This design comes from an exercise in tuning for small area on the open sky130 flow, not from production work.
Where RTL was checked, it was by simulation tests only, not by an equivalence proof against the original.
No functional check of the RTL was part of runs 3 to 7.
Power is estimated from default activity; no workload was simulated.

<file path="flow/config.mk">
export PLATFORM = sky130hd
export DESIGN_NAME = top
export DESIGN_NICKNAME = top
export VERILOG_FILES = /design/flow/design.v
export SDC_FILE = /design/flow/constraint.sdc
export NUM_CORES = 4
export LEC_CHECK = 0
export CAP_MARGIN = 20
export CORE_MARGIN = 2
export CORE_UTILIZATION = 40
export SLEW_MARGIN = 20
</file>
<file path="flow/constraint.sdc">
create_clock -name core_clock -period 10.0 [get_ports {clk_100MHz}]
set_input_delay 2.0000 -clock core_clock [delete_from_list [all_inputs] [get_ports {clk_100MHz}]]
set_output_delay 2.0000 -clock core_clock [all_outputs]
set_load 0.01 [all_outputs]
</file>
<file path="flow/design.v">
`timescale 1ns / 1ps
module top(
    input clk_100MHz,
    input rst,
    input reset_button,
    input saveH_button,
    input saveL_button,
    input [7:0] sensors_input,
    input [7:0] setup_input,
    output reg [7:0] cathodes,  
    output reg [7:0] anodes,  
    output reg [2:0] LED1,  
    output reg [2:0] LED2  
    );
    function [3:0] level;
        input [7:0] c;
        level = {c[7], c[3] & ~c[7], (c[1] & ~c[3]) | (c[5] & ~c[7]),
                 (c[0] & ~c[1]) | (c[2] & ~c[3]) | (c[4] & ~c[5]) | (c[6] & ~c[7])};
    endfunction
    function valid;
        input [7:0] c;
        valid = ~|(c[7:1] & ~c[6:0]);
    endfunction
    reg rb_out, sh_out, sl_out;
    reg prev_sh, prev_sl;
    wire reset = rst | rb_out;
    reg [9:0] scan;
    wire tick = (scan == 10'd690);
    always @(posedge clk_100MHz)
        if (reset | tick) scan <= 10'd0;
        else scan <= {scan[8:0], ~(scan[9] ^ scan[6])};
    reg [9:0] tcnt;
    wire tcnt_last = (&tcnt[9:5]) & (&tcnt[2:0]);
    always @(posedge clk_100MHz)
        if (reset) tcnt <= 10'd0;
        else if (tick) tcnt <= tcnt_last ? 10'd0 : tcnt + 10'd1;
    wire blink = (tcnt < 10'd499) | ((tcnt == 10'd499) & ~tick);
    wire [1:0] digit = tcnt[1:0];
    always @(posedge clk_100MHz)
        if (reset) begin
            rb_out <= 1'b0; sh_out <= 1'b0; sl_out <= 1'b0;
            prev_sh <= 1'b0; prev_sl <= 1'b0;
        end else if (tick) begin
            rb_out <= reset_button;
            sh_out <= saveH_button & ~prev_sh;
            sl_out <= saveL_button & ~prev_sl;
            prev_sh <= saveH_button;
            prev_sl <= saveL_button;
        end
    reg [3:0] k1, k2;
    reg G, L;
    reg [2:0] h3, lo;
    wire h8 = ~|h3;
    wire [3:0] sl = level(setup_input);
    wire sv = valid(setup_input);
    wire err = ~valid(sensors_input);
    wire sl_gt_lo = sl[3] | (sl[2:0] > lo);
    wire sl_lt_hi = ~sl[3] & (h8 | (sl[2:0] < h3));
    always @(posedge clk_100MHz)
        if (reset) begin
            k1 <= 4'd0; k2 <= 4'd0; G <= 1'b0; L <= 1'b0;
            h3 <= 3'd0; lo <= 3'd0;
        end else begin
            k1 <= err ? 4'd0 : level(sensors_input);
            k2 <= k1;
            G <= k1[3] | (~h8 & (k1[2:0] >= h3));
            L <= ~k1[3] & (k1[2:0] <= lo);
            if (sh_out & sv & sl_gt_lo) h3 <= sl[2:0];
            else if (sl_out & sv & sl_lt_hi) lo <= sl[2:0];
        end
    reg [7:0] tens_pat, units_pat;
    always @(*)
        if (k2[3]) begin
            tens_pat = 8'h03;
            units_pat = 8'h03;
        end else begin
            tens_pat = (k2[2:0] == 3'd0) ? 8'hFF : (k2[2:0] == 3'd1) ? 8'h9F :
                       (k2[2:0] == 3'd2) ? 8'h25 : (k2[2:0] == 3'd3) ? 8'h0D :
                       (k2[2:0] == 3'd4) ? 8'h49 : (k2[2:0] == 3'd5) ? 8'h41 :
                       (k2[2:0] == 3'd6) ? 8'h1F : 8'h01;
            units_pat = (k2[2:0] == 3'd1) ? 8'h25 : (k2[2:0] == 3'd2) ? 8'h49 :
                        (k2[2:0] == 3'd3) ? 8'h01 : (k2[2:0] == 3'd5) ? 8'h0D :
                        (k2[2:0] == 3'd6) ? 8'h49 : (k2[2:0] == 3'd7) ? 8'h01 : 8'h03;
        end
    wire [7:0] hund_pat = k2[3] ? 8'h9F : 8'hFF;
    wire [7:0] stat_pat = err ? 8'h61 : G ? 8'h91 : L ? 8'hE3 : 8'hC5;
    wire [7:0] digit_pat =
        (digit == 2'd0) ? hund_pat : (digit == 2'd1) ? tens_pat :
        (digit == 2'd2) ? units_pat : stat_pat;
    wire [2:0] led = err ? 3'b100 : G ? {blink, 2'b00} : L ? {blink, blink, 1'b0} : 3'b010;
    always @(*) begin
        anodes = reset ? 8'hFF : {~(4'b1000 >> digit), 4'hF};
        cathodes = reset ? 8'hFF : digit_pat;
        LED1 = reset ? 3'd0 : led;
        LED2 = LED1;
    end
endmodule
</file>
<file path="flow/flow/run.sh">
#!/bin/bash
# The standard ORFS layout (standard.sh) with these changes:
#  - synthesis maps the logic with an area-oriented abc script (flow/abc_area.script)
#    in place of ORFS's speed script, and leaves adders to abc (no ADDER_MAP_FILE);
#    everything else in synthesis is the standard flow's own (synth_recipe.tcl);
#  - port buffers use the smallest buffer cell.
# Each tool's output is in orfs/logs/; make's output is in flow.log.
set -euo pipefail
HERE=$(pwd)
{
  echo 'proc abc {args} {'
  echo '  set i [lsearch -exact $args -script]'
  echo "  if {\$i >= 0} { set args [lreplace \$args \$i [expr {\$i + 1}] -script $HERE/flow/abc_area.script] }"
  echo '  yosys abc {*}$args'
  echo '}'
  cat synth_recipe.tcl
} > area_synth.tcl
sed -e "s#SYNTH_SCRIPT=[^ ]*#SYNTH_SCRIPT=$HERE/area_synth.tcl ADDER_MAP_FILE=#" standard.sh > area_standard.sh
grep -q "SYNTH_SCRIPT=$HERE/area_synth.tcl ADDER_MAP_FILE=" area_standard.sh
export BUFFER_PORTS_ARGS="-buffer_cell sky130_fd_sc_hd__buf_1"
export CTS_ARGS="-sink_clustering_enable -repair_clock_nets -dont_use_dummy_load -sink_clustering_size 50 -sink_clustering_max_diameter 500 -buf_list {sky130_fd_sc_hd__clkbuf_8 sky130_fd_sc_hd__clkbuf_16}"
bash area_standard.sh > flow.log 2>&1
</file>
<file path="flow/flow/abc_area.script">
strash
&get -n
&st
&deepsyn -T 30
&put
strash
dch -f
&get -n
&nf -R 1000
&put
topo
</file>
<file path="flow/standard.sh">
#!/bin/bash
# synth_recipe.tcl (not shown) runs the flow's synth.tcl, then flattens the netlist and writes it again
# the make line also repeats each setting of config.mk as NAME=value (left out here)
make -C /OpenROAD-flow-scripts/flow DESIGN_CONFIG=/design/flow/config.mk WORK_HOME=/design/flow/orfs CLKGATE_MAP_FILE= SYNTH_SCRIPT=/design/flow/synth_recipe.tcl "${@:-finish}"
</file>
==> flow_metrics.tcl, run 1 <==
set metrics [dict create \
    outcome "timing/DRC/antenna clean" \
    synthTopCellsByArea "dfxtp_1 44%, nand2_1 6.1%, and2_0 5.4%, nor2_1 5.1%, o21ai_0 4.3%" \
    cp-start-kind "input port" \
    synth_seq_cells 41 \
    rows 24 \
    synth_cells 233 \
    maxSlewHeadroom 0.569 \
    drc_errors 0 \
    post-place-ws_ns 4.43 \
    grt-ovfl-total 0 \
    fin_util 0.472 \
    cp-startpoint "sensors_input[1]" \
    fin_area_sq_um 2080 \
    path_cells "buf_1 -> clkinv_1 -> a222oi_1 -> o2111ai_1 -> clkinv_1 -> nand2_1 -> nor3_1 -> buf_1" \
    diodes 0 \
    core_area_sq_um 4410 \
    drive_gt1_frac 0.0222 \
    ctsResizeCount 0 \
    cp_max_fo 6 \
    yosysWarnings 1 \
    power.leakage_uw 0.000727 \
    antenna_found_initial 0 \
    cpPeakStageDelay_ns 0.33 \
    fin_skew_ns 0.00948 \
    synthArstFlopShare 0 \
    ys_seq_area_frac 0.442 \
    slew_viol_final 0 \
    area_growth_pct 12.1 \
    drv_cap 0 \
    clock-root-buffer "clkbuf_8" \
    crit_path_end "LED2[1]" \
    synth_edf_count 0 \
    ios 43 \
    power_uw 281 \
    r2r_cells 9 \
    cp.required_ns 8.00 \
    clk_pin_slew_worst_paths_ns 0.07 \
    layout_setup_ws_ns 4.46 \
    worst-setup-path-type "in2out" \
    clock_latency_ns 0.28 \
    gr-usage-all-layers 0.155 \
    ys_types 39 \
    grt_pass1_vias 1410 \
    hp-class "reg2reg" \
    viasPerCell 5.14 \
    syn_avg_cell_area_sq_um 7.97 \
    cts.sinks 41 \
    tightest_slew_ns 0.643 \
    fin_crit_sh 0.554 \
    fmax_mhz 180 \
    drtIter0Drc 115 \
    fin_nets 293 \
    yosysTopAreaCell "dfxtp_1" \
    portBuffers 35 \
    dieArea_sq_um 5210 \
    place_hpwl_mm 2.82 \
    grt_pass1_wl_mm 6.40 \
    wirelength_mm 3.71 \
    synth_flop_cell "dfxtp_1" \
    worstReg2RegStart "scan[0]" \
    h-tree-depth 2 \
    rsz0062_at_grt "false" \
    post-cts-setup-buffers 0 \
    syn_area_sq_um 1860 \
    gp_congestion 0.954 \
    dpl_cell_area_sq_um 2010 \
    postCtsHoldBufs 0 \
    rrSetupSlack_ns 7.64 \
    synth_top_area_frac 0.442 \
    die_x_microns 72.2 \
    end_kind "output pin" \
    wl_per_cell_microns 11.5 \
    power.density_nw_per_um2 135 \
    cts_tree "done" \
    cp_data_arrival_time_ns 3.54 \
    drt-pass1-iter-count 4 \
    tns_ns 0 \
    r2r_end "tcnt[8]" \
    start_util 0.421 \
    final.min_clock_period_ns 5.54 \
    dieHeight_microns 72.2 \
    finalSetupViolations 0 \
    cts_made_buffers 5 \
    irDropWorstVdd_mv 0.0960 \
    slowest_stage "a222oi_1" \
    hold_viol_final 0 \
    grt_max_degree 21 \
    antenna_left 0 \
    cts_buffer_depth 2 \
    via_count 1655 \
]
cell usage after synthesis (all sizes together) (2+ instances only):
library cell,n
o22ai,7
and2,16
clkinv,19
conb,2
nand2b,2
a21oi,9
a221oi,4
nand3,4
and3,2
nor3,11
dfxtp,41
a31oi,2
nand2,30
nor2b,3
and4,2
o31ai,3
nor4b,2
or2,2
buf,9
a22oi,5
nor2,25
o21ai,16
stage by stage:
stage	hold WS [ns]	instances
floorplan	0.404	238
finish	0.437	322
detailed placement	0.423	317
global route	0.455	322
global placement	0.425	317
CTS	0.442	322
cell type report:
cell class	count	area [sq um]
Clock buffer	5	68.8
Tap cell	52	65.1
Timing Repair Buffer	36	139
Inverter	19	71.3
Fill cell	447	2330
Sequential cell	41	821
Multi-Input combinational cell	169	917
registers in the layout (all words and copies together) (netlist names):
name / cells
G: 1
L: 1
sh_out: 1
k1: 4
tcnt: 10
k2: 4
sl_out: 1
prev_sl: 1
rb_out: 1
prev_sh: 1
scan: 10
h3: 3
lo: 3
kinds of logic after synthesis:
family | count (synthesis) | share of synthesized area
AND/OR/NAND/NOR | 104 | 0.274
AO/OA/AOI/OAI | 56 | 0.195
flip-flops | 41 | 0.442
buffers and inverters | 28 | 0.0747
other | 2 | 0.00404
XOR/XNOR | 1 | 0.00471
multiplexers | 1 | 0.00606
cells in the final DEF, fill, tap and decap left out, types with 5 or more instances in the layout:
| cell type | Yosys | routed |
|---|---|---|
| nor3_1 | 11 | 11 |
| clkbuf_8 | 0 | 5 |
| a22oi_1 | 5 | 5 |
| o21ai_0 | 16 | 16 |
| conb_1 | 2 | 7 |
| o22ai_1 | 7 | 7 |
| and2_0 | 16 | 16 |
| clkinv_1 | 19 | 19 |
| buf_1 | 0 | 35 |
| nand2_1 | 30 | 30 |
| a21oi_1 | 9 | 9 |
| nor2_1 | 25 | 25 |
| dfxtp_1 | 41 | 41 |
worst max-delay path, delay by kind of cell:
family                 cells  cell delay (ns)
AOI/OAI and AO/OA          2             0.56
and+or+nand+nor            2             0.45
buffers and inverters      4             0.53
routing by layer:
metal,global-route usage,vias to the layer above,share of wire
li1,-,880,-
met1,0.221,722,0.53
met2,0.225,47,0.41
met3,0.0333,6,0.048
met4,0.0629,0,0.016
met5,0,-,0
worst min-delay path by stage:
| stage | start | to | slack (ns) | cells past startpoint |
|---|---|---|---|---|
| CTS | prev_sh | prev_sh | 0.44 | 2 |
| global placement | prev_sl | prev_sl | 0.43 | 2 |
| detailed placement | k1[3] | L | 0.42 | 1 |
| floorplan | k1[3] | L | 0.40 | 1 |
| finish | prev_sl | sl_out | 0.44 | 1 |
| global route | k1[3] | L | 0.46 | 1 |
power by group:
part,switching (uW),total [uW],internal [uW],leakage [uW]
registers,1.16,166,165,0.000332
logic,13.2,20.5,7.26,0.000359
clock network,49.3,94.2,44.9,0.0000359
==> run 2, diff against run 1 <==
--- a/flow/flow/run.sh
+++ b/flow/flow/run.sh
@@ -19,4 +19,4 @@
 grep -q "SYNTH_SCRIPT=$HERE/area_synth.tcl ADDER_MAP_FILE=" area_standard.sh
 export BUFFER_PORTS_ARGS="-buffer_cell sky130_fd_sc_hd__buf_1"
-export CTS_ARGS="-sink_clustering_enable -repair_clock_nets -dont_use_dummy_load -sink_clustering_size 50 -sink_clustering_max_diameter 500 -buf_list {sky130_fd_sc_hd__clkbuf_8 sky130_fd_sc_hd__clkbuf_16}"
+export CTS_ARGS="-sink_clustering_enable -repair_clock_nets -dont_use_dummy_load -sink_clustering_size 10 -buf_list {sky130_fd_sc_hd__clkbuf_4}"
 bash area_standard.sh > flow.log 2>&1
==> run 2 against run 1 <==
  * Die area unchanged
  * Clock-buffer cell count unchanged
  * Non-clock buffer count unchanged
  * Clock skew increased by 0.0075 ns
  * Register-to-register slack about the same
  * Clock power decreased by 25%
  * Core utilization decreased by 0.71 points
  * Flip-flop and latch count unchanged
  * Combinational power about the same
  * Critical path type unchanged
  * Highest routed layer unchanged
==> flow_metrics.tcl, run 2 <==
set metrics [dict create \
    dpl_cell_area_sq_um 2010 \
    wl_per_cell_microns 11.5 \
    worst-setup-path-type "in2out" \
    synth_compound_area_frac 0.195 \
    clock-root-buffer "clkbuf_4" \
    post-cts-setup-buffers 0 \
    h-tree-depth 2 \
    placedCellCount 317 \
    hp-class "reg2reg" \
    outcome "timing/DRC/antenna clean" \
    ys_seq_area_frac 0.442 \
    drtIter0Drc 100 \
    via_count 1667 \
    syn_area_sq_um 1860 \
    fill_cells 455 \
    fin_cells 322 \
    fin_area_sq_um 2050 \
    synthXorXnorAreaFrac 0.00471 \
    grt_pass1_wl_mm 6.44 \
    fin_nets 293 \
    final_cell_mix "41 x dfxtp_1, 35 x buf_1, 30 x nand2_1" \
    synth_edf_count 0 \
    slew_viol_final 0 \
    ctsResizeCount 0 \
    fmax_mhz 180 \
    viasPerCell 5.18 \
    cts_tree "done" \
    ys_top_cells_by_count "41 x dfxtp_1, 30 x nand2_1, 25 x nor2_1" \
    postCtsHoldBufs 0 \
    drive_gt1_frac 0.0222 \
    synthArstFlopShare 0 \
    power.density_nw_per_um2 125 \
    drt-pass1-iter-count 4 \
    antenna_found_initial 0 \
    cts_made_buffers 5 \
    fin_crit_sh 0.554 \
    portBuffers 35 \
    die_x_microns 72.2 \
    antenna_left 0 \
    synth_seq_cells 41 \
    synth_top_area_frac 0.442 \
    area_growth_pct 10.4 \
    synthAdderAreaFrac 0 \
    final.min_clock_period_ns 5.54 \
    cp.required_ns 8.00 \
    rsz0062_at_grt "false" \
    cp_max_fo 6 \
    irDropWorstVdd_mv 0.0832 \
    end_kind "output pin" \
    wirelength_mm 3.69 \
    start_util 0.421 \
    synth_flop_cell "dfxtp_1" \
    ios 43 \
    muxShareOfSynthArea 0.00606 \
    synth_cells 233 \
    yosysWarnings 1 \
    gr-usage-all-layers 0.156 \
    dieArea_sq_um 5210 \
    tns_ns 0 \
    cts_buffer_depth 2 \
    synth_most_common_cell "dfxtp_1" \
    drv_cap 0 \
    rows 24 \
    top_regs "scan: 10 flops, tcnt: 10 flops" \
    tightest_slew_ns 0.643 \
    cts.sinks 41 \
    seqPwrFrac 0.647 \
    cp-start-kind "input port" \
    comb_power_share 0.080 \
    netSwitchingPower_uw 60.9 \
    grt_max_degree 21 \
    fin_skew_ns 0.0170 \
    finalSetupViolations 0 \
    grt_pass1_vias 1418 \
    yosys.area_share.simple 0.274 \
    synthTopCellsByArea "dfxtp_1 44%, nand2_1 6.1%, and2_0 5.4%, nor2_1 5.1%, o21ai_0 4.3%" \
    clock_latency_ns 0.33 \
    synth_top_family_by_area "simple AND/OR/NAND/NOR gates" \
    syn_avg_cell_area_sq_um 7.97 \
    clk_pin_slew_worst_paths_ns 0.11 \
    power.leakage_uw 0.000714 \
    p_clk_frac 0.273 \
    swShare 0.237 \
    grt-ovfl-total 0 \
    gp_congestion 0.954 \
    core_area_sq_um 4410 \
    cp_data_arrival_time_ns 3.54 \
    yosysTopAreaCell "dfxtp_1" \
    drc_errors 0 \
    place_hpwl_mm 2.82 \
    diodes 0 \
    mostFrequentLayoutCell "dfxtp_1" \
    ys_types 39 \
    maxSlewHeadroom 0.569 \
    internal_power_uw 196 \
    hold_viol_final 0 \
    dieHeight_microns 72.2 \
]
[run 2: cell counts after synthesis]
No cell type changed its count.
[run 2: per-stage QoR]
stage / total power, uW / hold slack (ns) / utilization / worst slack [ns]
CTS: 260 / 0.438 / 0.465 / 4.43
global placement: 191 / 0.425 / 0.456 / 4.46
finish: 257 / 0.434 / 0.465 / 4.46
detailed placement: 190 / 0.423 / 0.456 / 4.43
floorplan: 185 / 0.404 / - / 4.44
global route: 269 / 0.461 / 0.465 / 4.19
[run 2: final cells by class]
cell class	count	area (sq um)	share of cell area
clock buffer	5	37.5	0.0183
multi-input combinational	169	917	0.447
timing repair buffer	36	139	0.0677
inverter	19	71.3	0.0348
sequential	41	821	0.400
tap	52	65.1	0.0317
[run 2: cell families after synthesis]
logic type | after synthesis
multiplexers | 1
XOR/XNOR | 1
buffers and inverters | 28
flip-flops | 41
other | 2
AO/OA/AOI/OAI | 56
AND/OR/NAND/NOR | 104
[run 2: final timing paths]
check                                      start  endpoint  slack [ns]  depth (start not counted)
worst max-delay path            sensors_input[1]   LED2[1]        4.46                          8
worst min-delay path                     prev_sl    sl_out        0.43                          1
worst max register to register           scan[0]   tcnt[8]        7.63                          9
worst min register to register           prev_sl    sl_out        0.43                          1
[run 2: per-layer routing]
metal,vias to the layer above,global-route usage,routed length [microns]
met2,50,0.228,1550
met4,0,0.0692,48
met5,-,0,0
met3,7,0.0333,177
li1,882,-,-
met1,728,0.221,1920
[run 2: worst max-delay path, cell delays in order]
cell and delay, ns:
buf_1 0.14, clkinv_1 0.10, a222oi_1 0.33, o2111ai_1 0.24, clkinv_1 0.10, nand2_1 0.14
nor3_1 0.31, buf_1 0.19
[run 2: power by group through the flow]
stage          logic [uW]  registers (uW)  clock network (uW)
2_1_floorplan        15.2             170                   0
3_5_place_dp         20.5             170                   0
4_1_cts              20.6             166                73.2
3_3_place_gp         20.6             170                   0
5_1_grt              23.7             167                79.2
6_report             20.4             166                70.2
==> run 3, diff against run 2 <==
--- a/flow/design.v
+++ b/flow/design.v
@@ -30,17 +30,18 @@
         if (reset | tick) scan <= 10'd0;
         else scan <= {scan[8:0], ~(scan[9] ^ scan[6])};
-    reg [9:0] tcnt;
-    wire tcnt_last = (&tcnt[9:5]) & (&tcnt[2:0]);
+    reg [9:0] u;
+    wire u_last = (&u[9:4]) & (&u[1:0]);
     always @(posedge clk_100MHz)
-        if (reset) tcnt <= 10'd0;
-        else if (tick) tcnt <= tcnt_last ? 10'd0 : tcnt + 10'd1;
-    wire blink = (tcnt < 10'd499) | ((tcnt == 10'd499) & ~tick);
-    wire [1:0] digit = tcnt[1:0];
+        if (reset) u <= 10'd12;
+        else if (tick) u <= u_last ? 10'd12 : u + 10'd1;
+    wire blink = ~u[9] & ~((&u[8:0]) & tick);
+    wire [1:0] digit = u[1:0];
+    always @(posedge clk_100MHz)
+        rb_out <= ~reset & tick & reset_button;
     always @(posedge clk_100MHz)
         if (reset) begin
-            rb_out <= 1'b0; sh_out <= 1'b0; sl_out <= 1'b0;
+            sh_out <= 1'b0; sl_out <= 1'b0;
             prev_sh <= 1'b0; prev_sl <= 1'b0;
         end else if (tick) begin
-            rb_out <= reset_button;
             sh_out <= saveH_button & ~prev_sh;
             sl_out <= saveL_button & ~prev_sl;
==> run 3 against run 2 <==
  * Sequential power about the same
  * Worst hold slack gained 0.014 ns
  * Critical path type unchanged
  * Combinational power rose by 7%
  * Fmax down 1.8%
  * Flip-flop and latch count is the same
  * Register-to-register slack better by 0.02 ns
  * Largest cell class unchanged
  * Non-clock buffer count stayed put
==> flow_metrics.tcl, run 3 <==
set metrics [dict create \
    outcome "timing/DRC/antenna clean" \
    synthArstFlopShare 0 \
    cts_tree "done" \
    final.min_clock_period_ns 5.64 \
    power.density_nw_per_um2 125 \
    fmax_mhz 177 \
    use_met1 0.212 \
    hp-class "reg2reg" \
    antenna_found_initial 0 \
    cp-start-kind "input port" \
    top_usage_layer "met2" \
    seqPwrFrac 0.645 \
    drive_gt1_frac 0.0219 \
    cts.sinks 41 \
    viasPerCell 5.17 \
    final_cell_mix "41 x dfxtp_1, 35 x buf_1, 30 x nand2_1" \
    dpl_cell_area_sq_um 2020 \
    internal_power_uw 196 \
    area_growth_pct 10.3 \
    post-cts-setup-buffers 0 \
    grt_pass1_vias 1451 \
    cts_buffer_depth 2 \
    synth_cells 237 \
    end_kind "output pin" \
    synth_most_common_cell "dfxtp_1" \
    drt-pass1-iter-count 4 \
    synthAdderAreaFrac 0 \
    synthXorXnorAreaFrac 0.00469 \
    portBuffers 35 \
    synth_flop_cell "dfxtp_1" \
    wl_per_cell_microns 11.5 \
    slew_viol_final 0 \
    power.leakage_uw 0.000743 \
    via_count 1686 \
    layout_setup_ws_ns 4.36 \
    dieArea_sq_um 5230 \
    worstReg2RegStart "scan[0]" \
    fin_area_sq_um 2060 \
    worst_hold_startpoint "prev_sh" \
    fin_skew_ns 0.0173 \
    muxShareOfSynthArea 0.00536 \
    start_util 0.423 \
    post-place-ws_ns 4.37 \
    cp.required_ns 8.00 \
    syn_area_sq_um 1870 \
    top_regs "scan: 10 flops, u: 10 flops" \
    drc_errors 0 \
    gp_congestion 0.875 \
    grtUsageMet2 0.239 \
    yosysTopAreaCell "dfxtp_1" \
    dieHeight_microns 72.3 \
    clock-root-buffer "clkbuf_4" \
    synth_top_family_by_area "simple AND/OR/NAND/NOR gates" \
    drv_cap 0 \
    finalSetupViolations 0 \
    synth_compound_area_frac 0.203 \
    synth_seq_cells 41 \
    grt-ovfl-total 0 \
    yosysWarnings 1 \
    ys_top_cells_by_count "41 x dfxtp_1, 30 x nand2_1, 23 x nor2_1" \
    ios 43 \
    netSwitchingPower_uw 61.5 \
    synth_edf_count 0 \
    cp_max_fo 17 \
    hold_viol_final 0 \
    grt_max_degree 18 \
    yosys.area_share.simple 0.273 \
    synthTopCellsByArea "dfxtp_1 44%, nand2_1 6.0%, a21oi_1 4.8%, nor2_1 4.6%, and2_0 4.4%" \
    rsz0062_at_grt "false" \
    cp-startpoint "rst" \
    grt_pass1_wl_mm 6.43 \
    core_area_sq_um 4410 \
    synth_top_area_frac 0.440 \
    antenna_left 0 \
    place_hpwl_mm 2.91 \
    gr-usage-all-layers 0.157 \
    syn_avg_cell_area_sq_um 7.88 \
    maxSlewHeadroom 0.551 \
    p_clk_frac 0.271 \
    ys_seq_area_frac 0.440 \
    tightest_slew_ns 0.665 \
    cp_data_arrival_time_ns 3.64 \
    tns_ns 0 \
    worst-setup-path-type "in2out" \
    diodes 0 \
    rows 24 \
    h-tree-depth 2 \
    die_x_microns 72.3 \
    irDropWorstVdd_mv 0.0733 \
    drtIter0Drc 75 \
    fin_util 0.467 \
    comb_power_share 0.085 \
    ys_types 38 \
    clk_pin_slew_worst_paths_ns 0.11 \
    cts_made_buffers 5 \
    ctsResizeCount 0 \
    wirelength_mm 3.73 \
    swShare 0.239 \
    fin_nets 297 \
    clock_latency_ns 0.34 \
    postCtsHoldBufs 0 \
    met3_usage 0.0514 \
    mostFrequentLayoutCell "dfxtp_1" \
    fin_crit_sh 0.564 \
]
==> run 3: critical path: stages <==
cell      delay, ns
buf_1          0.08
nor2_1         0.09
buf_4          0.21
nand2_1        0.13
a21oi_1        0.26
clkinv_1       0.09
a31oi_1        0.21
nor3b_1        0.28
a21o_1         0.11
o21ai_0        0.06
buf_1          0.13
==> run 3: through the flow <==
step           cells  hold WS [ns]  power, uW
6_report         326         0.448        258
3_3_place_gp     321         0.428        192
4_1_cts          326         0.448        263
2_1_floorplan    242         0.391        186
3_5_place_dp     321         0.431        192
5_1_grt          326         0.463        272
==> run 3: cells by family after synthesis <==
family,after synthesis
xor gates and xnor gates,1
AOI/OAI and AO/OA,62
DFF,41
other,2
and+or+nand+nor,104
buffers and inverters,26
muxes,1
==> run 3: layer usage <==
| metal | share of wire | vias up | wire length, microns |
|---|---|---|---|
| li1 | - | 892 | - |
| met1 | 0.50 | 735 | 1860 |
| met2 | 0.42 | 54 | 1580 |
| met3 | 0.066 | 5 | 248 |
| met4 | 0.014 | 0 | 54 |
| met5 | 0 | - | 0 |
==> run 3: path summary, 6_finish.rpt <==
kind	end	slack (ns)	cells after the start
worst max register to register	u[9]	7.65	9
worst min register to register	sh_out	0.45	1
worst max-delay path	cathodes[5]	4.36	11
worst min-delay path	sh_out	0.45	1
==> run 3: layout make-up <==
| type | instances | area (sq um) |
|---|---|---|
| inverter | 17 | 63.8 |
| clock buffer | 5 | 37.5 |
| fill | 468 | 2350 |
| timing repair buffer | 36 | 139 |
| sequential | 41 | 821 |
| multi-input combinational | 175 | 933 |
| tap | 52 | 65.1 |
==> run 3: power groups by stage <==
stage	registers, uW	clock network [uW]	logic [uW]
2_1_floorplan	170	0	16.3
3_3_place_gp	170	0	21.6
3_5_place_dp	170	0	21.9
4_1_cts	166	74.4	22.0
5_1_grt	166	80.6	24.9
6_report	166	69.8	21.8
==> run 4, diff against run 3 <==
--- a/flow/design.v
+++ b/flow/design.v
@@ -26,7 +26,7 @@
     wire reset = rst | rb_out;
     reg [9:0] scan;
-    wire tick = (scan == 10'd690);
+    wire tick = ({scan[9], scan[7:3], scan[1:0]} == 8'b1_11011_11);
     always @(posedge clk_100MHz)
-        if (reset | tick) scan <= 10'd0;
+        if (reset | tick) scan <= 10'd443;
         else scan <= {scan[8:0], ~(scan[9] ^ scan[6])};
     reg [9:0] u;
==> run 4 against run 3 <==
  * Flip-flop and latch count is the same
  * Worst setup slack gained 0.30 ns
  * Critical path depth shrank 3
  * Global-route usage grew 0.37 points
  * Fmax grew 5.6%
  * Still clean
  * Die area grew 0.69%
  * Sequential share of layout area shrank 0.41 points
  * Sequential power is essentially flat
  * Critical endpoint is now cathodes[4]
==> flow_metrics.tcl, run 4 <==
set metrics [dict create \
    irDropWorstVdd_mv 0.0639 \
    mostFrequentLayoutCell "dfxtp_1" \
    outcome "timing/DRC/antenna clean" \
    met2WireLength_mm 1.77 \
    ys_top_cells_by_count "41 x dfxtp_1, 28 x nand2_1, 18 x nor2_1, 18 x o21ai_0, 15 x clkinv_1" \
    via_count 1718 \
    end_kind "output pin" \
    cts_tree "done" \
    core_area_sq_um 4440 \
    worst_hold_startpoint "scan[8]" \
    synth_edf_count 0 \
    synth_cells 233 \
    drive_gt1_frac 0.0258 \
    clock-root-buffer "clkbuf_4" \
    grt_max_degree 20 \
    critPathBufInv 2 \
    fin_cells 323 \
    antenna_found_initial 0 \
    drv_cap 0 \
    portBuffers 35 \
    cts.sinks 41 \
    cp_top_family "simple AND/OR/NAND/NOR gates" \
    grt-ovfl-total 0 \
    hold_path_depth 1 \
    clock_latency_ns 0.35 \
    synthArstFlopShare 0 \
    start_util 0.423 \
    hp-class "reg2reg" \
    slowest_stage "a221oi_1" \
    cp_max_fo 5 \
    synthXorXnorAreaFrac 0.00466 \
    muxShareOfSynthArea 0.00532 \
    postCtsHoldBufs 0 \
    dieHeight_microns 72.6 \
    r2r_end "u[6]" \
    hold_viol_final 0 \
    yosys.area_share.simple 0.287 \
    drtIter0Drc 92 \
    fin_nets 294 \
    syn_area_sq_um 1880 \
    path_cells "buf_1 -> o22ai_1 -> a221oi_1 -> nand4_1 -> nor2_1 -> and2_0 -> or2_0 -> buf_1" \
    post-cts-setup-buffers 0 \
    ys_types 41 \
    fin_crit_sh 0.535 \
    wl_per_cell_microns 11.8 \
    cp_data_arrival_time_ns 3.35 \
    route.met3.wl_microns 191 \
    fill_cells 456 \
    synth_flop_cell "dfxtp_1" \
    holdPathEnd "scan[9]" \
    cp.required_ns 8.00 \
    yosysTopAreaCell "dfxtp_1" \
    gp_congestion 0.752 \
    cts_buffer_depth 2 \
    synth_compound_area_frac 0.191 \
    drc_errors 0 \
    cp-start-kind "input port" \
    clk_pin_slew_worst_paths_ns 0.13 \
    synth_top_area_frac 0.436 \
    power.density_nw_per_um2 127 \
    synthAdderAreaFrac 0.00532 \
    rrSetupSlack_ns 7.86 \
    finalSetupViolations 0 \
    met1_length_mm 1.79 \
    cpPeakStageDelay_ns 0.28 \
    synth_most_common_cell "dfxtp_1" \
    cp_common_cell "buf_1" \
    synthTopCellsByArea "dfxtp_1 44%, nand2_1 5.6%, o21ai_0 4.8%, buf_4 3.6%, nor2_1 3.6%" \
    h-tree-depth 2 \
    worstReg2RegStart "scan[5]" \
    tns_ns 0 \
    maxUsedRoutingLayer "met4" \
    die_x_microns 72.6 \
    viasPerCell 5.32 \
    ys_seq_area_frac 0.436 \
    worst-setup-path-type "in2out" \
    rsz0062_at_grt "false" \
    cts_made_buffers 5 \
    power.leakage_uw 0.000733 \
    rows 24 \
    wirelength_mm 3.81 \
    syn_avg_cell_area_sq_um 8.07 \
    fmax_mhz 187 \
    area_growth_pct 10.6 \
    ios 43 \
    ctsResizeCount 0 \
    final_cell_mix "41 x dfxtp_1, 35 x buf_1, 28 x nand2_1" \
    place_hpwl_mm 2.96 \
    gr-usage-all-layers 0.161 \
    slew_viol_final 0 \
    yosysWarnings 1 \
    maxSlewHeadroom 0.555 \
    synth_seq_cells 41 \
    final.min_clock_period_ns 5.35 \
    grt_pass1_vias 1599 \
    diodes 0 \
    drt-pass1-iter-count 4 \
    grt_pass1_wl_mm 6.71 \
    top_regs "scan: 10 flops, u: 10 flops" \
    fin_skew_ns 0.0242 \
    placedCellCount 318 \
    dieArea_sq_um 5270 \
    tightest_slew_ns 0.668 \
    synth_top_family_by_area "simple AND/OR/NAND/NOR gates" \
    antenna_left 0 \
    r2r_cells 8 \
]
-- run 4: cell families after synthesis --
| kind of cell | count (synthesis) |
|---|---|
| AOI/OAI and AO/OA | 57 |
| xor gates and xnor gates | 1 |
| adders and majority gates | 1 |
| buffers and inverters | 24 |
| DFF | 41 |
| muxes | 1 |
| other | 2 |
| and+or+nand+nor | 106 |
-- run 4: stage by stage --
step,utilization,setup slack (ns),power (uW),area (sq um),hold slack [ns]
3_5_place_dp,0.460,4.64,197,2040,0.406
6_report,0.468,4.65,263,2080,0.413
5_1_grt,0.468,4.33,277,2080,0.435
3_3_place_gp,0.460,4.62,196,2040,0.396
4_1_cts,0.468,4.64,266,2080,0.421
2_1_floorplan,-,4.51,190,1900,0.391
-- run 4: final cells by class --
class | count | area [sq um] | share of cell area
multi-input cells | 173 | 955 | 0.459
well taps | 52 | 65.1 | 0.0313
clock buffers | 5 | 37.5 | 0.0180
flip-flops and latches | 41 | 821 | 0.394
inverters | 15 | 56.3 | 0.0271
repair buffers | 37 | 146 | 0.0704
-- run 4: routing by layer --
layer  vias up  track usage
met1       766        0.198
met4         0       0.0617
met5         -            0
met3         7       0.0375
met2        45        0.272
li1        900            -
-- run 4: worst max path at each step --
stage / endpoint / start / cells past startpoint
2_1_floorplan: cathodes[5] / rst / 7
4_1_cts: cathodes[4] / sensors_input[3] / 8
3_3_place_gp: cathodes[4] / sensors_input[3] / 8
5_1_grt: cathodes[4] / sensors_input[3] / 8
3_5_place_dp: cathodes[4] / sensors_input[3] / 8
6_report: cathodes[4] / sensors_input[3] / 8
-- run 4: power by group --
group	total, uW	switching [uW]	internal, uW
Sequential	169	2.07	167
Clock	70.6	47.1	23.5
Combinational	23.9	14.8	9.03
Total	263	64.0	199
==> run 5, diff against run 4 <==
==> flow/flow/run.sh (replaced) <==
#!/bin/bash
# The standard ORFS layout (standard.sh) with these changes:
#  - synthesis maps the logic with an area-oriented abc script (deepsyn, then
#    &nf), once per deepsyn seed, and keeps the smallest result (flow/abc_multi.tcl),
#    in place of ORFS's speed script; adders are left to abc (no ADDER_MAP_FILE);
#    everything else in synthesis is the standard flow's own (synth_recipe.tcl);
#  - port buffers use the smallest buffer cell;
#  - clock tree: clkbuf_4 buffers, clusters of up to 10 sinks, no dummy loads.
# Each tool's output is in orfs/logs/; make's output is in flow.log.
set -euo pipefail
HERE=$(pwd)
export ABC_DIR=$HERE/abc
export ABC_SEEDS="0 1 2 3 4 5 6 7"
mkdir -p $ABC_DIR
for s in $ABC_SEEDS; do
  printf '%s\n' strash '&get -n' '&st' "&deepsyn -T 10 -S $s" '&put' strash 'dch -f' \
    '&get -n' '&nf -R 1000' '&put' topo > $ABC_DIR/abc_area_s$s.script
done
{
  echo "source $HERE/flow/abc_multi.tcl"
  cat synth_recipe.tcl
} > area_synth.tcl
sed -e "s#SYNTH_SCRIPT=[^ ]*#SYNTH_SCRIPT=$HERE/area_synth.tcl ADDER_MAP_FILE=#" standard.sh > area_standard.sh
grep -q "SYNTH_SCRIPT=$HERE/area_synth.tcl ADDER_MAP_FILE=" area_standard.sh
export BUFFER_PORTS_ARGS="-buffer_cell sky130_fd_sc_hd__buf_1"
export CTS_ARGS="-sink_clustering_enable -repair_clock_nets -dont_use_dummy_load -sink_clustering_size 10 -buf_list {sky130_fd_sc_hd__clkbuf_4}"
bash area_standard.sh > flow.log 2>&1
==> flow/flow/abc_multi.tcl (new file) <==
# Sourced by the synthesis script before ORFS's synth.tcl. Replaces yosys's abc
# command as synth.tcl calls it: maps the logic once per deepsyn seed with an
# area-oriented abc script (abc_area_s<seed>.script, written by run.sh) and
# keeps the result with the smallest cell area.
proc abc {args} {
  set i [lsearch -exact $args -script]
  set lib [lindex $args [expr {[lsearch -exact $args -liberty] + 1}]]
  set best_area ""
  yosys design -save abc_in
  foreach seed $::env(ABC_SEEDS) {
    yosys design -load abc_in
    set script $::env(ABC_DIR)/abc_area_s$seed.script
    yosys abc {*}[lreplace $args $i [expr {$i + 1}] -script $script]
    yosys tee -q -o $::env(ABC_DIR)/abc_stat_s$seed.txt stat -liberty $lib
    set f [open $::env(ABC_DIR)/abc_stat_s$seed.txt]
    set txt [read $f]
    close $f
    regexp {Chip area for module '[^']*': ([0-9.]+)} $txt -> area
    puts "abc seed $seed: cell area $area"
    if { $best_area eq "" || $area < $best_area } {
      set best_area $area
      yosys design -save abc_best
    }
  }
  yosys design -load abc_best
  puts "abc: kept cell area $best_area"
}
removed: flow/flow/abc_area.script
==> run 5 against run 4 <==
  * Still clean on timing, DRC and antenna
  * Worst setup slack better by 0.0041 ns
  * Routed wire length is 2.6% lower
  * Non-clock buffer count stayed put
  * Clock-buffer cell count stayed put
  * Clock power is 0.7% lower
  * Worst hold slack better by 0.011 ns
  * Flip-flop and latch count stayed put
  * Via count is 6.2% lower
  * Register-to-register slack better by 0.02 ns
  * Critical path depth is 1 lower
  * Synthesized area is 1.1% lower
  * Die area is 1.1% lower
  * Critical endpoint is now LED2[1]
  * Largest power group unchanged
==> flow_metrics.tcl, run 5 <==
set metrics [dict create \
    ios 43 \
    yosysTopAreaCell "dfxtp_1" \
    fin_crit_sh 0.534 \
    synth_top_area_frac 0.441 \
    drt-pass1-iter-count 4 \
    dieHeight_microns 72.2 \
    fin_skew_ns 0.0200 \
    slew_viol_final 0 \
    synth_cells 230 \
    layout_setup_ws_ns 4.66 \
    syn_area_sq_um 1860 \
    drtIter0Drc 98 \
    wl_per_cell_microns 11.6 \
    synthArstFlopShare 0 \
    dieArea_sq_um 5210 \
    netSwitchingPower_uw 63.9 \
    end_kind "output pin" \
    irDropWorstVdd_mv 0.0960 \
    synth_seq_cells 41 \
    seqPwrFrac 0.641 \
    via_count 1612 \
    p_clk_frac 0.266 \
    grt-ovfl-total 0 \
    synthTopCellsByArea "dfxtp_1 44%, nand2_1 6.3%, nor2_1 4.8%, o21ai_0 4.3%, buf_4 3.6%" \
    tightest_slew_ns 0.847 \
    ys_top_cells_by_count "41 x dfxtp_1, 31 x nand2_1, 24 x nor2_1" \
    tns_ns 0 \
    top_regs "scan: 10 flops, u: 10 flops" \
    rows 24 \
    antenna_left 0 \
    grt_pass1_wl_mm 6.56 \
    cts_buffer_depth 2 \
    portBuffers 35 \
    comb_power_share 0.093 \
    grt_pass1_vias 1458 \
    mostFrequentLayoutCell "dfxtp_1" \
    ys_seq_area_frac 0.441 \
    ctsResizeCount 0 \
    fin_cells 320 \
    power.leakage_uw 0.000747 \
    grt_max_degree 15 \
    yosysWarnings 1 \
    place_hpwl_mm 2.78 \
    cts_tree "done" \
    postCtsHoldBufs 0 \
    wirelength_mm 3.71 \
    fin_nets 291 \
    hp-class "reg2reg" \
    post-cts-setup-buffers 0 \
    power.density_nw_per_um2 128 \
    clk_pin_slew_worst_paths_ns 0.10 \
    gr-usage-all-layers 0.163 \
    antenna_found_initial 0 \
    maxSlewHeadroom 0.430 \
    core_area_sq_um 4410 \
    clock_latency_ns 0.34 \
    cp.required_ns 8.00 \
    cp-start-kind "input port" \
    drv_cap 0 \
    whs_ns 0.424 \
    cts_made_buffers 5 \
    rsz0062_at_grt "false" \
    final.min_clock_period_ns 5.34 \
    finalSetupViolations 0 \
    final_cell_mix "41 x dfxtp_1, 35 x buf_1, 31 x nand2_1" \
    synth_most_common_cell "dfxtp_1" \
    cp_data_arrival_time_ns 3.34 \
    worst-setup-path-type "in2out" \
    diodes 0 \
    h-tree-depth 2 \
    gp_congestion 0.858 \
    viasPerCell 5.04 \
    outcome "timing/DRC/antenna clean" \
    swShare 0.242 \
    drive_gt1_frac 0.0261 \
    synth_flop_cell "dfxtp_1" \
    syn_avg_cell_area_sq_um 8.08 \
    cp_max_fo 5 \
    clock-root-buffer "clkbuf_4" \
    placedCellCount 315 \
    fmax_mhz 187 \
    hold_viol_final 0 \
    power_uw 264 \
    post-place-ws_ns 4.67 \
    die_x_microns 72.2 \
    start_util 0.421 \
    ys_types 39 \
    internal_power_uw 200 \
    drc_errors 0 \
    area_growth_pct 10.8 \
    fill_cells 452 \
    synth_edf_count 0 \
    cts.sinks 41 \
]
-- run 5: routing by layer --
layer	wire length, microns	GRT usage	share of wire
met1	1990	0.226	0.54
met2	1490	0.234	0.40
met3	203	0.0556	0.055
met4	27	0.0566	0.0073
met5	0	0	0
-- run 5: final timing paths --
check	start	endpoint	slack [ns]	cells past startpoint
max	sensors_input[1]	LED2[1]	4.66	7
min	k1[3]	L	0.42	1
max reg2reg	scan[5]	u[8]	7.88	8
min reg2reg	k1[3]	L	0.42	1
-- run 5: metrics by stage --
step,cell area (sq um),util
after floorplan,1880,-
after global placement,2020,0.458
after detailed placement,2020,0.458
after CTS,2060,0.467
after global routing,2060,0.467
final,2060,0.467
-- run 5: worst max-delay path: stages --
cell and delay (ns):
buf_1 0.09, clkinv_1 0.10, a221oi_1 0.38, and4_1 0.26
nand2_1 0.13, nor3_1 0.21, buf_1 0.18
-- run 5: power by group through the flow --
stage	clock network [uW]	registers (uW)	logic (uW)
CTS	72.8	169	24.5
detailed placement	0	173	24.5
global route	82.0	170	28.0
floorplan	0	172	18.3
finish	70.1	169	24.5
global placement	0	173	24.2
-- run 5: cell families (layout without fill, tap and decap cells) --
group | count (synthesis) | after routing | share of synthesized area
AO/OA/AOI/OAI | 51 | 51 | 0.174
XOR/XNOR | 1 | 1 | 0.00471
adder cells (fa/ha/maj) | 6 | 6 | 0.0323
buffers and inverters | 24 | 57 | 0.0666
flip-flops | 41 | 41 | 0.441
other | 2 | 7 | 0.00404
AND/OR/NAND/NOR | 105 | 105 | 0.277
-- run 5: cell type report --
type / count / area (sq um) / area share
tap: 52 / 65.1 / 0.0316
timing repair buffer: 37 / 146 / 0.0711
clock buffer: 5 / 37.5 / 0.0182
inverter: 15 / 56.3 / 0.0273
multi-input combinational: 170 / 933 / 0.453
sequential: 41 / 821 / 0.399
==> run 6, diff against run 5 <==
--- a/flow/flow/run.sh
+++ b/flow/flow/run.sh
@@ -24,4 +24,5 @@
 grep -q "SYNTH_SCRIPT=$HERE/area_synth.tcl ADDER_MAP_FILE=" area_standard.sh
 export BUFFER_PORTS_ARGS="-buffer_cell sky130_fd_sc_hd__buf_1"
+export SKIP_REPAIR_TIE_FANOUT=1
 export CTS_ARGS="-sink_clustering_enable -repair_clock_nets -dont_use_dummy_load -sink_clustering_size 10 -buf_list {sky130_fd_sc_hd__clkbuf_4}"
 bash area_standard.sh > flow.log 2>&1
--- a/flow/config.mk
+++ b/flow/config.mk
@@ -9,3 +9,4 @@
 export CORE_MARGIN = 2
 export CORE_UTILIZATION = 40
+export GPL_TIMING_DRIVEN = 0
 export SLEW_MARGIN = 20
==> run 6 against run 5 <==
  * Largest power group unchanged
  * Combinational power grew 8.2%
  * Clock-buffer cell count stayed put
  * Register-to-register slack got worse by 0.04 ns
  * Global-route usage down 0.63 points
  * Core utilization up 0.77 points
  * Fmax is 12% lower
  * Die area did not move
  * Still clean
  * Largest cell class unchanged
  * Final area is 1.6% higher
  * Routed wire length down 0.19%
  * Total power grew 1.0%
  * Worst hold slack improved by 0.00059 ns
==> flow_metrics.tcl, run 6 <==
set metrics [dict create \
    tightest_slew_ns 1.01 \
    cp-start-kind "input port" \
    ys_seq_area_frac 0.441 \
    ys_top_cells_by_count "41 x dfxtp_1, 31 x nand2_1, 24 x nor2_1" \
    worst-setup-path-type "in2out" \
    slew_viol_final 0 \
    fmax_mhz 164 \
    clk_pin_slew_worst_paths_ns 0.12 \
    portBuffers 35 \
    die_x_microns 72.2 \
    yosysWarnings 1 \
    fin_cells 322 \
    clock-root-buffer "clkbuf_4" \
    clock_latency_ns 0.34 \
    yosysTopAreaCell "dfxtp_1" \
    fill_cells 474 \
    gp_congestion 0.794 \
    placedCellCount 317 \
    cp.required_ns 8.00 \
    core_area_sq_um 4410 \
    final.min_clock_period_ns 6.10 \
    drc_errors 0 \
    dieArea_sq_um 5210 \
    drt-pass1-iter-count 4 \
    hold_viol_final 0 \
    cts_made_buffers 5 \
    fin_nets 293 \
    ios 43 \
    mostFrequentLayoutCell "dfxtp_1" \
    fin_crit_sh 0.610 \
    dieHeight_microns 72.2 \
    whs_ns 0.425 \
    drive_gt1_frac 0.0519 \
    multi_input_area_sq_um 915 \
    syn_area_sq_um 1860 \
    final_cell_mix "41 x dfxtp_1, 35 x buf_1, 31 x nand2_1" \
    tns_ns 0 \
    r2r_cells 8 \
    slowest_stage "nor2_1" \
    power_uw 266 \
    power.density_nw_per_um2 127 \
    wl_per_cell_microns 11.5 \
    diodes 0 \
    place_hpwl_mm 2.79 \
    cpPeakStageDelay_ns 0.76 \
    synth_cells 230 \
    synthTopCellsByArea "dfxtp_1 44%, nand2_1 6.3%, nor2_1 4.8%, o21ai_0 4.3%, buf_4 3.6%" \
    drtIter0Drc 71 \
    rows 24 \
    path_cells "buf_1 -> nor2_1 -> o21ai_0 -> o21bai_1 -> a31oi_1 -> and3b_1 -> a21o_1 -> o21ai_0 -> buf_1" \
    drv_cap 0 \
    cts_buffer_depth 2 \
    seqCellArea_sq_um 821 \
    start_util 0.421 \
    hold_path_depth 1 \
    syn_avg_cell_area_sq_um 8.08 \
    hp-class "reg2reg" \
    viasPerCell 5.16 \
    maxSlewHeadroom 0.323 \
    postCtsHoldBufs 0 \
    h-tree-depth 2 \
    wirelength_mm 3.70 \
    irDropWorstVdd_mv 0.0648 \
    grt-ovfl-total 0 \
    area_growth_pct 12.6 \
    rsz0062_at_grt "false" \
    top_regs "scan: 10 flops, u: 10 flops" \
    antenna_left 0 \
    synth_top_area_frac 0.441 \
    grt_pass1_vias 1447 \
    post-cts-setup-buffers 0 \
    grt_pass1_wl_mm 6.36 \
    synth_flop_cell "dfxtp_1" \
    power.leakage_uw 0.000763 \
    cts_tree "done" \
    synthArstFlopShare 0 \
    synth_edf_count 0 \
    via_count 1663 \
    outcome "timing/DRC/antenna clean" \
    synth_seq_cells 41 \
    cts.sinks 41 \
    antenna_found_initial 0 \
    ys_types 39 \
    gr-usage-all-layers 0.156 \
    ctsResizeCount 0 \
    synth_most_common_cell "dfxtp_1" \
    finalSetupViolations 0 \
    grt_max_degree 16 \
    fin_skew_ns 0.0161 \
    cp_max_fo 15 \
    cp_data_arrival_time_ns 4.10 \
    end_kind "output pin" \
]
## run 6: layer usage
layer / share of wire / GRT usage / up-vias
met5: 0 / 0 / -
li1: - / - / 882
met4: 0.026 / 0.0734 / 0
met3: 0.061 / 0.0431 / 8
met2: 0.41 / 0.234 / 48
met1: 0.50 / 0.208 / 725
## run 6: stage by stage
step | utilization | setup WS (ns) | instance area, sq um
2_1_floorplan | - | 4.57 | 1860
3_3_place_gp | 0.466 | 3.84 | 2060
3_5_place_dp | 0.466 | 3.85 | 2060
4_1_cts | 0.474 | 3.84 | 2090
5_1_grt | 0.474 | 3.69 | 2090
6_report | 0.474 | 3.90 | 2090
## run 6: path summary, 6_finish.rpt
check / start / end / slack (ns)
max: rst / cathodes[5] / 3.90
min: prev_sh / sh_out / 0.42
max reg2reg: scan[5] / u[9] / 7.84
min reg2reg: prev_sh / sh_out / 0.42
## run 6: cells by family (layout without fill, tap and decap cells)
family                   count (synthesis)  count (layout)  synth area share
adder cells (fa/ha/maj)                  6               6            0.0323
AND/OR/NAND/NOR                        105             105             0.277
XOR/XNOR                                 1               1           0.00471
AO/OA/AOI/OAI                           51              51             0.174
other                                    2               2           0.00404
buffers and inverters                   24              64            0.0666
flip-flops                              41              41             0.441
## run 6: layout make-up
| class | count | share of cell area |
|---|---|---|
| flip-flops and latches | 41 | 0.392 |
| multi-input cells | 165 | 0.437 |
| well taps | 52 | 0.0311 |
| clock buffers | 5 | 0.0179 |
| plain buffers | 9 | 0.0323 |
| repair buffers | 35 | 0.0628 |
| inverters | 15 | 0.0269 |
## run 6: critical path: cells and delay by family
family | cells | cell delay [ns]
simple gates | 2 | 0.99
compound gates | 5 | 0.89
buf+inv | 2 | 0.22
## run 6: power breakdown
group | leakage (uW) | switching, uW | total (uW) | internal (uW)
clock | 0.0000230 | 47.3 | 70.8 | 23.5
combinational | 0.000406 | 15.3 | 26.5 | 11.2
sequential | 0.000334 | 2.31 | 169 | 167
==> run 7, diff against run 6 <==
--- a/flow/flow/run.sh
+++ b/flow/flow/run.sh
@@ -6,5 +6,5 @@
 #    everything else in synthesis is the standard flow's own (synth_recipe.tcl);
 #  - port buffers use the smallest buffer cell;
-#  - clock tree: clkbuf_4 buffers, clusters of up to 10 sinks, no dummy loads.
+#  - clock tree: clkbuf_4 buffers, clusters of up to 8 sinks, no dummy loads.
 # Each tool's output is in orfs/logs/; make's output is in flow.log.
 set -euo pipefail
@@ -24,5 +24,4 @@
 grep -q "SYNTH_SCRIPT=$HERE/area_synth.tcl ADDER_MAP_FILE=" area_standard.sh
 export BUFFER_PORTS_ARGS="-buffer_cell sky130_fd_sc_hd__buf_1"
-export SKIP_REPAIR_TIE_FANOUT=1
-export CTS_ARGS="-sink_clustering_enable -repair_clock_nets -dont_use_dummy_load -sink_clustering_size 10 -buf_list {sky130_fd_sc_hd__clkbuf_4}"
+export CTS_ARGS="-sink_clustering_enable -repair_clock_nets -dont_use_dummy_load -sink_clustering_size 8 -buf_list {sky130_fd_sc_hd__clkbuf_4}"
 bash area_standard.sh > flow.log 2>&1
--- a/flow/config.mk
+++ b/flow/config.mk
@@ -9,4 +9,3 @@
 export CORE_MARGIN = 2
 export CORE_UTILIZATION = 40
-export GPL_TIMING_DRIVEN = 0
 export SLEW_MARGIN = 20
==> run 7 against run 6 <==
  * Clock skew is 0.0040 ns higher
  * Via count is 3.1% lower
  * Core utilization is 0.77 points lower
  * Die area stayed put
  * Flip-flop and latch count stayed put
  * Worst hold slack worse by 0.00059 ns
  * Global-route usage is 0.63 points higher
  * First-iteration DRC count is 38% higher
  * Fmax is 14% higher
  * Routed wire length is 0.19% higher
  * Highest routed layer unchanged
==> flow_metrics.tcl, run 7 <==
set metrics [dict create \
    seqCellArea_sq_um 821 \
    gp_congestion 0.858 \
    clock_latency_ns 0.34 \
    holdPathEnd "L" \
    mostFrequentLayoutCell "dfxtp_1" \
    maxSlewHeadroom 0.430 \
    comb_power_share 0.093 \
    grt_max_degree 15 \
    dieArea_sq_um 5210 \
    r2r_end "u[8]" \
    die_x_microns 72.2 \
    cp_max_fo 5 \
    start_util 0.421 \
    grt-ovfl-total 0 \
    slew_viol_final 0 \
    rsz0062_at_grt "false" \
    synth_most_common_cell "dfxtp_1" \
    h-tree-depth 2 \
    irDropWorstVdd_mv 0.0960 \
    drc_errors 0 \
    drt-pass1-iter-count 4 \
    outcome "timing/DRC/antenna clean" \
    synth_seq_cells 41 \
    placedCellCount 315 \
    diodes 0 \
    gr-usage-all-layers 0.163 \
    path_cells "buf_1 -> clkinv_1 -> a221oi_1 -> and4_1 -> nand2_1 -> nor3_1 -> buf_1" \
    rows 24 \
    end_kind "output pin" \
    clock-root-buffer "clkbuf_4" \
    netSwitchingPower_uw 63.9 \
    whs_ns 0.424 \
    cts.sinks 41 \
    postCtsHoldBufs 0 \
    drive_gt1_frac 0.0261 \
    grt_pass1_vias 1458 \
    top_regs "scan: 10 flops, u: 10 flops" \
    fin_skew_ns 0.0200 \
    synthArstFlopShare 0 \
    rrSetupSlack_ns 7.88 \
    yosysWarnings 1 \
    fill_cells 452 \
    ys_types 39 \
    ys_top_cells_by_count "41 x dfxtp_1, 31 x nand2_1, 24 x nor2_1" \
    worstReg2RegStart "scan[5]" \
    synth_top_area_frac 0.441 \
    finalSetupViolations 0 \
    core_area_sq_um 4410 \
    fin_crit_sh 0.534 \
    multi_input_area_sq_um 933 \
    cp_common_cell "buf_1" \
    cts_buffer_depth 2 \
    fin_nets 291 \
    synth_flop_cell "dfxtp_1" \
    cp_data_arrival_time_ns 3.34 \
    ctsResizeCount 0 \
    cp-start-kind "input port" \
    grt_pass1_wl_mm 6.56 \
    wl_per_cell_microns 11.6 \
    syn_avg_cell_area_sq_um 8.08 \
    tightest_slew_ns 0.847 \
    synth_cells 230 \
    area_growth_pct 10.8 \
    seqPwrFrac 0.641 \
    place_hpwl_mm 2.78 \
    wirelength_mm 3.71 \
    cts_tree "done" \
    hold_viol_final 0 \
    viasPerCell 5.04 \
    post-cts-setup-buffers 0 \
    synth_edf_count 0 \
    power.density_nw_per_um2 128 \
    hold_path_depth 1 \
    tns_ns 0 \
    slowest_stage "a221oi_1" \
    ys_seq_area_frac 0.441 \
    power_uw 264 \
    via_count 1612 \
    syn_area_sq_um 1860 \
    final.min_clock_period_ns 5.34 \
    fin_cells 320 \
    drtIter0Drc 98 \
    hp-class "reg2reg" \
    cts_made_buffers 5 \
    p_clk_frac 0.266 \
    synthTopCellsByArea "dfxtp_1 44%, nand2_1 6.3%, nor2_1 4.8%, o21ai_0 4.3%, buf_4 3.6%" \
    internal_power_uw 200 \
    drv_cap 0 \
    cpPeakStageDelay_ns 0.38 \
    cp.required_ns 8.00 \
    clk_pin_slew_worst_paths_ns 0.10 \
    worst_hold_startpoint "k1[3]" \
    portBuffers 35 \
    worst-setup-path-type "in2out" \
    antenna_left 0 \
    yosysTopAreaCell "dfxtp_1" \
    swShare 0.242 \
    power.leakage_uw 0.000747 \
    fmax_mhz 187 \
    antenna_found_initial 0 \
    final_cell_mix "41 x dfxtp_1, 35 x buf_1, 31 x nand2_1" \
    r2r_cells 8 \
    dieHeight_microns 72.2 \
    ios 43 \
]
-- run 7: cell counts after synthesis --
Identical to the previous run, type by type.
-- run 7: cells by family (layout without fill, tap and decap cells) --
kind of cell,after synthesis,in the layout,share of synthesized area
AOI/OAI and AO/OA,51,51,0.174
xor gates and xnor gates,1,1,0.00471
adders and majority gates,6,6,0.0323
buffers and inverters,24,57,0.0666
DFF,41,41,0.441
other,2,7,0.00404
and+or+nand+nor,105,105,0.277
-- run 7: per-layer routing --
| metal | GRT usage | wire, microns | vias to the layer above |
|---|---|---|---|
| met5 | 0 | 0 | - |
| met4 | 0.0566 | 27 | 0 |
| met3 | 0.0556 | 203 | 2 |
| met2 | 0.234 | 1490 | 40 |
| met1 | 0.226 | 1990 | 705 |
| li1 | - | - | 865 |
-- run 7: how the worst max path moves through the flow --
stage,end,slack [ns],from
final,LED2[1],4.66,sensors_input[1]
after global routing,cathodes[6],4.47,sensors_input[1]
after CTS,LED2[1],4.67,sensors_input[1]
after detailed placement,LED2[1],4.67,sensors_input[1]
after global placement,LED1[1],4.70,sensors_input[1]
after floorplan,cathodes[5],4.57,rst
-- run 7: through the flow --
step	area, sq um	util	worst slack (ns)
floorplan	1880	-	4.57
finish	2060	0.467	4.66
detailed placement	2020	0.458	4.67
global route	2060	0.467	4.47
CTS	2060	0.467	4.67
global placement	2020	0.458	4.70
-- run 7: final cells by class --
class	instances	area share
inverter	15	0.0273
sequential	41	0.399
timing repair buffer	37	0.0711
tap	52	0.0316
clock buffer	5	0.0182
multi-input combinational	170	0.453
-- run 7: power by group through the flow --
| stage | sequential, uW | clock [uW] | combinational [uW] |
|---|---|---|---|
| 3_5_place_dp | 173 | 0 | 24.5 |
| 5_1_grt | 170 | 82.0 | 28.0 |
| 3_3_place_gp | 173 | 0 | 24.2 |
| 4_1_cts | 169 | 72.8 | 24.5 |
| 6_report | 169 | 70.1 | 24.5 |
| 2_1_floorplan | 172 | 0 | 18.3 |
-- run 7: worst max-delay path, delay by kind of cell --
family,cells,cell delay [ns]
simple gates,3,0.60
compound gates,1,0.38
buf+inv,3,0.37
==> run 8, diff against run 7 <==
--- a/flow/design.v
+++ b/flow/design.v
@@ -30,11 +30,18 @@
         if (reset | tick) scan <= 10'd443;
         else scan <= {scan[8:0], ~(scan[9] ^ scan[6])};
-    reg [9:0] u;
-    wire u_last = (&u[9:4]) & (&u[1:0]);
+    reg [1:0] digit;
+    reg [6:0] m;
+    reg phase;
+    wire m_last = ({m[6:5], m[3:0]} == 6'b10_0000);
+    wire m_step = tick & (&digit);
     always @(posedge clk_100MHz)
-        if (reset) u <= 10'd12;
-        else if (tick) u <= u_last ? 10'd12 : u + 10'd1;
-    wire blink = ~u[9] & ~((&u[8:0]) & tick);
-    wire [1:0] digit = u[1:0];
+        if (reset) begin
+            digit <= 2'd0; m <= 7'd0; phase <= 1'b0;
+        end else begin
+            if (tick) digit <= digit + 2'd1;
+            if (m_step) m <= m_last ? 7'd0 : {m[5:0], ~(m[6] ^ m[5])};
+            if (m_step & m_last) phase <= ~phase;
+        end
+    wire blink = ~phase & ~(m_step & m_last);
     always @(posedge clk_100MHz)
         rb_out <= ~reset & tick & reset_button;
--- a/flow/flow/run.sh
+++ b/flow/flow/run.sh
@@ -6,5 +6,5 @@
 #    everything else in synthesis is the standard flow's own (synth_recipe.tcl);
 #  - port buffers use the smallest buffer cell;
-#  - clock tree: clkbuf_4 buffers, clusters of up to 8 sinks, no dummy loads.
+#  - clock tree: clkbuf_4 buffers, clusters of up to 10 sinks, no dummy loads.
 # Each tool's output is in orfs/logs/; make's output is in flow.log.
 set -euo pipefail
@@ -24,4 +24,6 @@
 grep -q "SYNTH_SCRIPT=$HERE/area_synth.tcl ADDER_MAP_FILE=" area_standard.sh
 export BUFFER_PORTS_ARGS="-buffer_cell sky130_fd_sc_hd__buf_1"
-export CTS_ARGS="-sink_clustering_enable -repair_clock_nets -dont_use_dummy_load -sink_clustering_size 8 -buf_list {sky130_fd_sc_hd__clkbuf_4}"
+export REMOVE_ABC_BUFFERS=1
+export SKIP_REPAIR_TIE_FANOUT=1
+export CTS_ARGS="-sink_clustering_enable -repair_clock_nets -dont_use_dummy_load -sink_clustering_size 10 -buf_list {sky130_fd_sc_hd__clkbuf_4}"
 bash area_standard.sh > flow.log 2>&1
--- a/flow/config.mk
+++ b/flow/config.mk
@@ -9,3 +9,4 @@
 export CORE_MARGIN = 2
 export CORE_UTILIZATION = 40
+export GPL_TIMING_DRIVEN = 0
 export SLEW_MARGIN = 20
==> run 8 against run 7 <==
  * Sequential power up 2%
  * Die area down 1.2%
  * Via count down 2.7%
  * Clock power about the same
  * Core utilization down 0.94 points
  * Total power up 4.2%
  * Largest cell class unchanged
  * Synthesized area down 1.3%
  * Final area down 2.7%
  * First-iteration DRC count down 13%
  * Sequential share of layout area up 1.1 points
  * Global-route usage down 1.4 points
==> flow_metrics.tcl, run 8 <==
set metrics [dict create \
    grt_pass1_wl_mm 6.04 \
    synth_edf_count 0 \
    outcome "timing/DRC/antenna clean" \
    drtIter0Drc 85 \
    path_cells "buf_1 -> nor2_2 -> o21ai_0 -> a21o_1 -> a31oi_1 -> nor3b_1 -> o22ai_1 -> buf_1" \
    grt-ovfl-total 0 \
    hold_viol_final 0 \
    area_growth_pct 9.20 \
    end_kind "output pin" \
    synth_most_common_cell "dfxtp_1" \
    cts.sinks 41 \
    clock-root-buffer "clkbuf_4" \
    cp_data_arrival_time_ns 4.00 \
    cp.required_ns 8.00 \
    viasPerCell 5.20 \
    regMostFlops "scan" \
    dieArea_sq_um 5150 \
    drive_gt1_frac 0.0240 \
    dpl_cell_area_sq_um 1960 \
    antenna_left 0 \
    ctsResizeCount 0 \
    place_hpwl_mm 2.64 \
    fin_crit_sh 0.600 \
    clk_pin_slew_worst_paths_ns 0.09 \
    clock_latency_ns 0.35 \
    slew_viol_final 0 \
    fin_skew_ns 0.0283 \
    antenna_found_initial 0 \
    portBuffers 35 \
    cts_buffer_depth 2 \
    rrSetupSlack_ns 8.00 \
    grt_max_degree 19 \
    tightest_slew_ns 0.762 \
    drt-pass1-iter-count 4 \
    finalSetupViolations 0 \
    cp_max_fo 18 \
    synth_top_area_frac 0.447 \
    synthTopCellsByArea "dfxtp_1 45%, nand2_1 5.7%, nor2_1 4.1%, o21ai_0 3.8%, buf_4 3.7%" \
    ys_top_cells_by_count "41 x dfxtp_1, 28 x nand2_1, 20 x nor2_1" \
    rsz0062_at_grt "false" \
    yosysWarnings 1 \
    wl_per_cell_microns 11.8 \
    irDropWorstVdd_mv 0.0695 \
    ys_types 41 \
    top_regs "scan: 10 flops, m: 7 flops" \
    synth_cells 219 \
    cp-start-kind "input port" \
    core_area_sq_um 4380 \
    power.density_nw_per_um2 137 \
    mostFrequentLayoutCell "dfxtp_1" \
    ys_seq_area_frac 0.447 \
    cpPeakStageDelay_ns 0.52 \
    drc_errors 0 \
    multi_input_area_sq_um 893 \
    yosysTopAreaCell "dfxtp_1" \
    postCtsHoldBufs 0 \
    hp-class "reg2reg" \
    synth_flop_cell "dfxtp_1" \
    cp_common_cell "buf_1" \
    tns_ns 0 \
    slowest_stage "nor2_2" \
    die_x_microns 71.7 \
    power.leakage_uw 0.000688 \
    hold_path_depth 1 \
    fill_cells 446 \
    gr-usage-all-layers 0.149 \
    start_util 0.419 \
    final_cell_mix "41 x dfxtp_1, 35 x buf_1, 28 x nand2_1" \
    seqCellArea_sq_um 821 \
    gp_congestion 0.845 \
    fin_nets 273 \
    synth_seq_cells 41 \
    r2r_cells 4 \
    fmax_mhz 167 \
    via_count 1569 \
    final.min_clock_period_ns 6.00 \
    wirelength_mm 3.55 \
    largest_reg_flops 10 \
    maxSlewHeadroom 0.492 \
    rows 24 \
    cts_tree "done" \
    cts_made_buffers 5 \
    dieHeight_microns 71.7 \
    grt_pass1_vias 1388 \
    diodes 0 \
    drv_cap 0 \
    post-cts-setup-buffers 0 \
    worst-setup-path-type "in2out" \
    syn_area_sq_um 1840 \
    h-tree-depth 2 \
    synthArstFlopShare 0 \
    ios 43 \
    syn_avg_cell_area_sq_um 8.38 \
    fin_area_sq_um 2000 \
]
run 8: final timing paths:
| kind | from | end |
|---|---|---|
| setup / recovery | rst | cathodes[5] |
| setup reg to reg | scan[6] | m[5] |
| hold reg to reg | k1[3] | L |
| hold / removal | k1[3] | L |
run 8: cell type report:
| cell class | count | share of cell area |
|---|---|---|
| multi-input cells | 154 | 0.446 |
| flip-flops and latches | 41 | 0.409 |
| repair buffers | 35 | 0.0655 |
| well taps | 52 | 0.0325 |
| inverters | 15 | 0.0281 |
| clock buffers | 5 | 0.0187 |
run 8: per-layer routing:
metal  vias to the layer above  wire (microns)  global-route usage
met5                         -               0                   0
met4                         0              74              0.0587
met3                         7             191              0.0478
met2                        44            1430               0.212
met1                       683            1850               0.208
li1                        835               -                   -
run 8: worst max-delay path: cells and delay by family:
family | cells | cell delay [ns]
AOI/OAI and AO/OA | 4 | 0.91
and+or+nand+nor | 2 | 0.85
buffers and inverters | 2 | 0.25
run 8: power breakdown:
part	switching, uW	leakage (uW)	total, uW	internal (uW)
Sequential	5.47	0.000334	173	168
Clock	46.9	0.0000230	70.4	23.5
Combinational	18.9	0.000331	31.0	12.1
run 8: metrics by stage:
stage | hold WS [ns] | utilization | total power (uW) | setup slack [ns] | instances
4_1_cts | 0.427 | 0.457 | 278 | 3.61 | 302
2_1_floorplan | 0.391 | - | 197 | 4.38 | 210
3_5_place_dp | 0.405 | 0.448 | 208 | 3.63 | 297
6_report | 0.423 | 0.457 | 275 | 4.00 | 302
5_1_grt | 0.450 | 0.457 | 288 | 3.73 | 302
3_3_place_gp | 0.404 | 0.448 | 208 | 3.61 | 297
run 8: kinds of logic (layout without fill, tap and decap cells):
kind of cell | after synthesis | count (layout) | synth area share
and+or+nand+nor | 92 | 92 | 0.252
AOI/OAI and AO/OA | 54 | 54 | 0.198
DFF | 41 | 41 | 0.447
buffers and inverters | 24 | 55 | 0.0675
adders and majority gates | 3 | 3 | 0.0164
other | 2 | 2 | 0.00409
muxes | 2 | 2 | 0.0109
xor gates and xnor gates | 1 | 1 | 0.00477

-- separate check: timing with driven ports --
The flow's constraints put no driver on any port. The routed layouts listed below were extracted and timed again, unchanged, in two steps. Step 1 sets driving cells, clkbuf_16 on the clock port and buf_2 on the other inputs (assumed; they add their load-dependent delay and slew). Step 2, shift: input delay + t, output delay - t, t = (earliest + latest rising clock arrival at the registers) / 2. This alone moves slack from input paths to output paths. a / b / c = no drivers / after step 1 / after step 2; a / b = the first two.
run	t, ns	slack for setup (ns)	worst hold slack (ns)	worst setup path after step 2	worst register clock-pin slew, ns
run 1	0.303	4.459 / 4.430 / 4.430	0.437 / 0.437 / 0.437	input to output	0.07 / 0.07
run 2	0.349	4.458 / 4.429 / 4.429	0.434 / 0.434 / 0.434	input to output	0.11 / 0.11
run 3	0.353	4.356 / 4.333 / 4.333	0.448 / 0.448 / 0.448	input to output	0.11 / 0.11
run 4	0.362	4.653 / 4.630 / 4.630	0.413 / 0.413 / 0.413	input to output	0.13 / 0.13
run 5	0.354	4.657 / 4.633 / 4.633	0.424 / 0.424 / 0.424	input to output	0.11 / 0.11
run 6	0.358	3.898 / 3.875 / 3.875	0.425 / 0.425 / 0.425	input to output	0.12 / 0.12
run 7	0.354	4.657 / 4.633 / 4.633	0.424 / 0.424 / 0.424	input to output	0.11 / 0.11
run 8	0.359	3.997 / 3.978 / 3.978	0.423 / 0.423 / 0.423	input to output	0.12 / 0.12
After both steps every run listed still meets setup and hold.
